Context: an optimization exercise on an open-source flow, tuned for small area. The choices shown serve that exercise and are no tape-out recipe. Function was checked by simulation only, so behaviour that the tests miss may differ from the original.

Design FFT16_SEQUENTIAL, start of the top module:
module FFT16_SEQUENTIAL(A, Y, CLK, START, DONE, RESET);
input  [31:0] A;
output [31:0] Y;
input         CLK;
input         START;
output        DONE;
input         RESET;
reg [5:0] STATE;
reg       LAST_START;
always @(posedge CLK) begin
    if (RESET) begin
        LAST_START <= 1'b0;
        STATE      <= 6'd0;
    end else begin
        LAST_START <= START;
        case (STATE)
            6'd0:    STATE <= (~LAST_START & START) ? 6'd1 : 6'd0;
            6'd33:   STATE <= 6'd0;
            default: STATE <= STATE + 6'd1;
        endcase
    end
end
assign DONE = (STATE == 6'd18);
reg  [31:0] T [0:3][0:3];
wire [3:0] k    = STATE[3:0];
wire       act  = (STATE[5:4] == 2'b00);
wire       init = act & (STATE[3:2] == 2'b00);
wire [1:0] n    = k[3:2];
wire       g0   = n[0] & k[0];
wire [15:0] xh  = (g0 ? A[15:0]  : A[31:16]) & {16{act}};
wire [15:0] xl  = (g0 ? A[31:16] : A[15:0])  & {16{act}};
wire [31:0] tap [0:3];
genvar b;
generate
    for (b = 0; b < 4; b = b + 1) begin : ph1
        wire [1:0] br = k[1:0] - 2'd2 - b;
        wire [1:0] e  = n * br;
        wire       f  = (b % 2 == 1) ? n[0] : 1'b0;
        wire       sr = (f ? (e[0] ^ e[1]) : e[1]) & act;
        wire       si = (f ? e[1] : (e[0] ^ e[1])) & act;
        wire [31:0] acc = init ? 32'd0 : T[0][b];
        wire [15:0] yr, yi;
        wire [15:0] br_ = xh ^ {16{sr}};
        wire [15:0] bi_ = xl ^ {16{si}};
        wire [16:0] cr_, ci_;
        assign cr_[0] = sr;
        assign ci_[0] = si;
  ...
==> flow/config.mk <==
export PLATFORM = sky130hd
export DESIGN_NAME = FFT16_SEQUENTIAL
export DESIGN_NICKNAME = FFT16_SEQUENTIAL
export VERILOG_FILES = /design/flow/design.v
export SDC_FILE = /design/flow/constraint.sdc
export NUM_CORES = 4
export LEC_CHECK = 0
export CAP_MARGIN = 20
export CORE_MARGIN = 2
export CORE_UTILIZATION = 40
export CTS_BUF_LIST = sky130_fd_sc_hd__clkbuf_8
export CTS_CLUSTER_DIAMETER = 60
export CTS_CLUSTER_SIZE = 20
export SETUP_SLACK_MARGIN = 0.2
export SLEW_MARGIN = 20
export SYNTH_HIERARCHICAL = 1
==> flow/constraint.sdc <==
create_clock -name core_clock -period 14.0 [get_ports {CLK}]
set_input_delay 2.8000 -clock core_clock [delete_from_list [all_inputs] [get_ports {CLK}]]
set_output_delay 2.8000 -clock core_clock [all_outputs]
set_load 0.01 [all_outputs]
run.sh (not shown) runs the stock make flow with config.mk's settings and CLKGATE_MAP_FILE= SYNTH_SCRIPT=/design/flow/synth_recipe.tcl, a recipe that flattens the netlist after the stock synthesis.
The first run ran to the end with no violations.
Next try:
--- a/flow/config.mk
+++ b/flow/config.mk
@@ -10,4 +10,3 @@
-export CORE_UTILIZATION = 40
-export CTS_BUF_LIST = sky130_fd_sc_hd__clkbuf_8
-export CTS_CLUSTER_DIAMETER = 60
-export CTS_CLUSTER_SIZE = 20
+export CORE_UTILIZATION = 50
+export CTS_CLUSTER_DIAMETER = 80
+export CTS_CLUSTER_SIZE = 30
Outcome: First-iteration DRC count went down by 7.9%. Area after synthesis does not change. Critical path depth falls by 21. Clock-buffer cell count went down by 13. Final cell count is lower by 7.5%.
Next try:
--- a/flow/config.mk
+++ b/flow/config.mk
@@ -10 +10 @@
-export CORE_UTILIZATION = 50
+export CORE_UTILIZATION = 40
@@ -13 +12,0 @@
-export SETUP_SLACK_MARGIN = 0.2
What happened:
- synthesized cell count does not change
- utilization goes down by 11 points
- setup slack gets worse by 0.12 ns
- die area goes up by about 25%
- final area goes up by 0.86%
- via count is about the same
- sequential cell count does not change
Next try:
==> flow/flow/run.sh (new file) <==
#!/bin/bash
# Own flow: the standard layout (standard synthesis, floorplan, placement,
# CTS, routing) with one change: the buffers that placement puts on the input
# and output ports are sky130_fd_sc_hd__buf_1 cells. Every port is still buffered.
set -euo pipefail
cd "$(dirname "$0")/.."
export BUFFER_PORTS_ARGS="-buffer_cell sky130_fd_sc_hd__buf_1"
bash standard.sh > standard_flow.log 2>&1
==> flow/standard.sh (new file) <==
#!/bin/bash
# synth_recipe.tcl (not shown) runs the flow's synth.tcl, then flattens the netlist and writes it again
# the make line also repeats each setting of config.mk as NAME=value (left out here)
make -C /OpenROAD-flow-scripts/flow DESIGN_CONFIG=/design/flow/config.mk WORK_HOME=/design/flow/orfs CLKGATE_MAP_FILE= SYNTH_SCRIPT=/design/flow/synth_recipe.tcl "${@:-finish}"
--- a/flow/config.mk
+++ b/flow/config.mk
@@ -12,0 +13 @@
+export SETUP_SLACK_MARGIN = 0.2
removed: flow/run.sh
Effect:
- cell area falls by 1.7%
- clock skew climbs by 0.0050 ns
- cell count goes down by 0.52%
- wire length barely changes
Next try:
==> flow/run.sh (new file) <==
#!/bin/bash
# synth_recipe.tcl (not shown) runs the flow's synth.tcl, then flattens the netlist and writes it again
# the make line also repeats each setting of config.mk as NAME=value (left out here)
make -C /OpenROAD-flow-scripts/flow DESIGN_CONFIG=/design/flow/config.mk WORK_HOME=/design/flow/orfs CLKGATE_MAP_FILE= SYNTH_SCRIPT=/design/flow/synth_recipe.tcl finish
--- a/flow/config.mk
+++ b/flow/config.mk
@@ -10 +10 @@
-export CORE_UTILIZATION = 40
+export CORE_UTILIZATION = 30
removed: flow/flow/run.sh
removed: flow/standard.sh
Result: Utilization is lower by 10 points; wire length is higher by 0.77%; final cell count is higher by 9.7%; synthesized cell count does not change; clock skew grows by 0.017 ns.
Next try:
==> flow/flow/run.sh (new file) <==
#!/bin/bash
set -euo pipefail
cd "$(dirname "$0")/.."
export BUFFER_PORTS_ARGS="-buffer_cell sky130_fd_sc_hd__buf_1"
bash standard.sh synth > standard_synth.log 2>&1
export DONT_USE_CELLS="sky130_fd_sc_hd__buf_4 sky130_fd_sc_hd__buf_6 sky130_fd_sc_hd__buf_8 sky130_fd_sc_hd__buf_12 sky130_fd_sc_hd__buf_16"
bash standard.sh > standard_flow.log 2>&1
==> flow/standard.sh (new file) <==
#!/bin/bash
# synth_recipe.tcl (not shown) runs the flow's synth.tcl, then flattens the netlist and writes it again
# the make line also repeats each setting of config.mk as NAME=value (left out here)
make -C /OpenROAD-flow-scripts/flow DESIGN_CONFIG=/design/flow/config.mk WORK_HOME=/design/flow/orfs CLKGATE_MAP_FILE= SYNTH_SCRIPT=/design/flow/synth_recipe.tcl "${@:-finish}"
--- a/flow/config.mk
+++ b/flow/config.mk
@@ -10 +10 @@
-export CORE_UTILIZATION = 30
+export CORE_UTILIZATION = 40
removed: flow/run.sh
The changed run went through all stages and came out clean.
Via count fell by 0.63%.
Core utilization rose by 10 points.
Global-route usage rose by 5.2 points.
Synthesized area stays the same.
Count of clock-buffer cells in the layout fell by 4.
Critical path depth rose by 2.
Worst setup slack is better by 0.048 ns.
Cell count fell by 8.9%.

==> separate check: timing with driven ports <==
No port has a modelled driver above. Below, the same layouts with a new extraction and two added sets of constraints.
Step 1: set_driving_cell puts a clkbuf_16 on CLK and a buf_2 on each other input, an assumption about the parent block.
Step 2 times the ports against the registers' clock, not the clock port: input delays grow and output delays shrink by t, the midpoint of the rising clock arrivals with the driver on.
Three values: ideal, step 1, step 2; two values: the first two.
run	t, ns	setup slack, ns	hold slack, ns	latest minus earliest clock arrival (ns)	worst slew at a driven data input, ns
the first run	0.668	0.404 / 0.404 / 0.404	0.308 / 0.308 / 0.308	0.054 / 0.054	0.04
the second run	0.651	0.250 / 0.191 / 0.324	0.315 / 0.315 / 0.315	0.035 / 0.035	0.07
the third run	0.625	0.130 / 0.130 / 0.130	0.316 / 0.316 / 0.316	0.025 / 0.025	0.04
the fourth run	0.636	0.382 / 0.382 / 0.382	0.319 / 0.319 / 0.319	0.030 / 0.030	0.04
the fifth run	0.670	0.333 / 0.270 / 0.333	0.309 / 0.309 / 0.309	0.051 / 0.051	0.07
the sixth run	0.636	0.382 / 0.382 / 0.382	0.319 / 0.319 / 0.319	0.030 / 0.030	0.04
After both steps setup and hold are still met in every run listed.
